Source: an optimization exercise on an open RTL-to-GDS flow (aim: small area, a short achievable clock period and few clock cycles per item). Production flows keep margins and buffers that such runs may drop.
Function was checked by simulation only, so behaviour that the tests miss may differ from the original.
Power is estimated from default activity; no workload was simulated.

==> flow/design.v (outline; a module is shown in full before it is edited, if it fits) <==
// module accumulator_multiplier: 1946 lines
module accumulator_multiplier
(
    input logic clock, reset,
    input logic [31:0] multiplicand, multiplier,
    output logic [63:0] out,
    output logic done
);
  // ...
==> flow/run.sh <==
#!/bin/bash
# synth_recipe.tcl (not shown) runs the flow's synth.tcl, then flattens the netlist and writes it again
# the make line also repeats each setting of config.mk as NAME=value (left out here)
make -C /OpenROAD-flow-scripts/flow DESIGN_CONFIG=/design/flow/config.mk WORK_HOME=/design/flow/orfs CLKGATE_MAP_FILE= SYNTH_SCRIPT=/design/flow/synth_recipe.tcl finish
==> flow/config.mk <==
export PLATFORM = sky130hd
export DESIGN_NAME = accumulator_multiplier
export DESIGN_NICKNAME = accumulator_multiplier
export VERILOG_FILES = /design/flow/design.v
export SDC_FILE = /design/flow/constraint.sdc
export NUM_CORES = 4
export LEC_CHECK = 0
export ABC_AREA = 1
export CAP_MARGIN = 20
export CORE_MARGIN = 2
export CORE_UTILIZATION = 40
export SLEW_MARGIN = 20
==> flow/constraint.sdc <==
create_clock -name core_clock -period 6.0 [get_ports {clock}]
set_input_delay 1.2000 -clock core_clock [delete_from_list [all_inputs] [get_ports {clock}]]
set_output_delay 1.2000 -clock core_clock [all_outputs]
set_load 0.01 [all_outputs]
==> impl_metrics.ini, run 1 <==
[status]
status = finished clean

[layout]
diodes = 0
final_common_cell = inv_1
nMultiInputCombCells = 2718
final_cell_mix = inv_1 (865), nand2_1 (716), xor2_1 (542)
clkbuf_count = 18
n_all_buffers = 338
nFlopsAndLatches = 127

[detailed_routing]
maxUsedRoutingLayer = met5
wl_per_cell_um = 21.8

[place]
place.gp.congestion = 0.944

[timing]
hold_viol = 0

[clock_network]
cts_num_sinks = 127
clkTransAtPathRegs_ns = 0.07
cts-hold-fix-buffers = 0
numCtsBuffers = 17

[logic_synthesis]
synth_top_family_by_area = adder cells
syn_avg_cell_area_um2 = 7.66
synth_edf_count = 0
yosys-top-cells-area = fa_1 (30%), xor2_1 (16%), inv_1 (11%)
yosysTopAreaCellShare = 0.298
syn_inst = 3985
yosysMostFrequentCell = inv_1
ys_warn_count = 1
ys_ff_latch = 127

[min_path]
hold_path.class = in2reg
min_path_cells = 4

[job]
max_cap_viol_count = 0

[floorplan]
die_area_mm2 = 0.0785

[power]
seqPwrFrac = 0.082

[grt]
grt_use_met3 = 0.0525
Testbench counts, summed over its fixed seeds: cycles 4,800, items 2,400.
==> run 2: changes to the inputs <==
==> flow/flow/run.sh (new file) <==
#!/bin/bash
# Own layout flow: the standard flow, except that Yosys's generic "abc -fast"
# pre-mapping inside synth is skipped (synth -noabc). That pre-mapping scrambles
# the full-adder structure of the multiplier tree, so extract_fa then maps the
# adders with an inverter on nearly every pin. The final ABC mapping, the
# register set and every later step are the standard flow's own (standard.sh).
set -euo pipefail
cd "$(dirname "$0")/.."
sed '1s/-noshare/-noshare -noabc/' synth_recipe.tcl > flow_synth.tcl
sed 's#/synth_recipe\.tcl#/flow_synth.tcl#g' standard.sh > flow_standard.sh
grep -q flow_synth.tcl flow_standard.sh
bash flow_standard.sh synth > flow_synth.log 2>&1
bash flow_standard.sh > flow_layout.log 2>&1
test -s out/final.def
==> flow/standard.sh (new file) <==
#!/bin/bash
# synth_recipe.tcl (not shown) runs the flow's synth.tcl, then flattens the netlist and writes it again
# the make line also repeats each setting of config.mk as NAME=value (left out here)
make -C /OpenROAD-flow-scripts/flow DESIGN_CONFIG=/design/flow/config.mk WORK_HOME=/design/flow/orfs CLKGATE_MAP_FILE= SYNTH_SCRIPT=/design/flow/synth_recipe.tcl "${@:-finish}"
removed: flow/run.sh
==> impl_metrics.ini, run 2 <==
[timing]
tightestPinTransition_ns = 0.880
clock.fmax_mhz = 186
finalSetupViolCount = 0
fin_crit_sh = 0.894
setup_ws_ns = 0.635
hold_viol = 0
slew_viol_final = 0
relSlewSlack = 0.413
tns_ns = 0
rsz0062_at_grt = no
fin_crit_ns = 5.36

[power]
p_leak_nw = 15.0
peakVddDrop_mv = 0.606
p_per_area_mw_per_mm2 = 661

[logic_synthesis]
ys.flop_type = dfxtp_1
yosysTopAreaCell = fa_1
ys_ff_latch = 127
yosys-top-cells-count = nand2_1 (668), xor2_1 (544), o22ai_1 (496)
syn_nets = 4181
yosysMostFrequentCell = nand2_1
yosys-top-cells-area = fa_1 (33%), xor2_1 (17%), o22ai_1 (11%)
synth_edf_count = 0
async_reset_ff_frac = 0
yosysSeqAreaShare = 0.0892
yosysTopAreaCellShare = 0.327
syn_inst = 3522
syn_avg_cell_area_um2 = 8.09
synth_cell_types = 29
ys_warn_count = 1
synth_area_mm2 = 0.0285

[min_path]
hold_path.class = in2reg

[grt]
grt_use_total = 0.284
grt_overflow = 0
grt_pass1_wl_um = 157000
antenna_found_initial = 0
grt_pass1_vias = 25300
grt_start_max_net_pins = 36

[layout]
stdcell_area_mm2 = 0.0317
final_cell_mix = nand2_1 (668), xor2_1 (544), o22ai_1 (496)
areaGrowthSynthToFinish_pct = 11.3
final_nets = 4221
multi_input_area_mm2 = 0.0230
layout-drive-gt1-share = 0.0744
final_util = 0.451
final_common_cell = nand2_1
fillCellCount = 6979
final_cells = 4515
regArea_mm2 = 0.00254

[clock_network]
tritoncts = built
clockBufferDepth = 2
clkTransAtPathRegs_ns = 0.08
cts_setup_buffers = 0
htreeDepth = 4
cts_resized = 0
numCtsBuffers = 17
cts_root_buf = clkbuf_16
cts-hold-fix-buffers = 0
cts_num_sinks = 127

[floorplan]
die_w_um = 271
start_util = 0.406
dieHeight_um = 271
fp-row-count = 97
die_area_mm2 = 0.0734
coreArea_mm2 = 0.0703
num_io_pins = 131

[worst_setup_path]
cp-start-kind = input port
arrival_ns = 5.70
crit_required_ns = 6.33
path_max_fanout = 16
cp-end-kind = flop
path_class = in2reg

[detailed_routing]
vias = 25100
drt_wl_total_um = 104000
drt_iter0_markers = 2431
avgViaCountPerCell = 5.57
postRouteAntennaNets = 0
dr.pass1.iters = 5
wl_per_cell_um = 23.0
drcViolationCount = 0

[job]
max_cap_viol_count = 0

[place]
pre_cts_ws_ns = 0.228
port-buffer-count = 130
hpwl_um = 82200
place_area_mm2 = 0.0311
placedCellCount = 4483
place.gp.congestion = 0.984

[status]
status = finished clean
-- run 2: cell count changes after synthesis, sizes merged, moves of 8 or more --
cell,before,now
fa,454,465
a21oi,55,44
inv,875,495
o21ai,24,35
buf,192,134
clkbuf,66,126
nand2,731,688
ha,120,128
nor2,176,136
-- run 2: cells by family after synthesis --
| kind of cell | Yosys count | synth area share |
|---|---|---|
| AOI/OAI and AO/OA | 578 | 0.124 |
| xor gates and xnor gates | 544 | 0.167 |
| and+or+nand+nor | 925 | 0.132 |
| buffers and inverters | 755 | 0.105 |
| DFF | 127 | 0.0892 |
| adders and majority gates | 593 | 0.383 |
-- run 2: area by class of cell --
class	count	area share
Clock buffer	17	0.0134
Tap cell	940	0.0371
Antenna cell	1	0.0000789
Sequential cell	127	0.0801
Multi-Input combinational cell	2640	0.726
Timing Repair Buffer	281	0.0798
Inverter	495	0.0586
Clock inverter	14	0.00501
-- run 2: critical path, stage by stage --
cell and delay (ns):
clkdlybuf4s50_1 0.44, inv_1 0.58, o21ai_0 0.48, fa_1 0.70, fa_1 0.45, fa_1 0.47, fa_1 0.43, fa_1 0.54
fa_1 0.41
-- run 2: worst paths after layout --
path                             start       to  slack (ns)  cells past startpoint
worst max-delay path  multiplicand[31]   r_s995        0.64                      9
worst min-delay path     multiplier[3]  r_neg_1        1.10                      2
-- run 2: power by group --
group	switching, mW	internal (mW)	total, mW
registers	0.293	1.61	1.91
clock network	0.456	0.614	1.07
logic	10.3	7.64	18.0
total	11.1	9.87	21.0
-- run 2: stage by stage --
stage / hold slack [ns] / power (mW)
after CTS: 1.09 / 20.9
after global routing: 1.10 / 23.3
after global placement: 1.60 / 19.4
after floorplan: 1.23 / 13.1
after detailed placement: 1.59 / 19.7
final: 1.10 / 21.0
-- run 2: layer usage --
metal / vias up / share of wire / track usage
li1: 11300 / - / -
met1: 12200 / 0.40 / 0.372
met2: 1393 / 0.45 / 0.445
met3: 223 / 0.11 / 0.0706
met4: 4 / 0.044 / 0.120
met5: - / 0.0016 / 0.00329

[port drivers added, routing unchanged]
How much do the figures lean on ideal ports? The routed layouts below were timed once more, with nothing changed but the port constraints.
Step 1 (the two cells are an assumption about what drives the block):
set clk [get_ports {clock}]
set_driving_cell -lib_cell sky130_fd_sc_hd__clkbuf_16 $clk
set_driving_cell -lib_cell sky130_fd_sc_hd__buf_2 [delete_from_list [all_inputs] $clk]
Step 2 times the ports against the registers' clock, not the clock port: input delays grow and output delays shrink by t, the midpoint of the rising clock arrivals with the driver on.
Three values: ideal ports, drivers, drivers and shift; two values: the first two.
| run | t, ns | setup WS [ns] | latest minus earliest clock arrival (ns) | pins driven straight from the clock port |
|---|---|---|---|---|
| run 1 | 0.478 | 0.207 / 0.238 / -0.240 | 0.015 / 0.014 | 1 |
| run 2 | 0.522 | 0.635 / 0.674 / 0.153 | 0.026 / 0.025 | 1 |
Met with ideal ports but missed after step 2: setup timing in run 1. The setup slack of run 2, which loses most, moves by +0.039 ns with the drivers and by -0.482 ns with both steps.
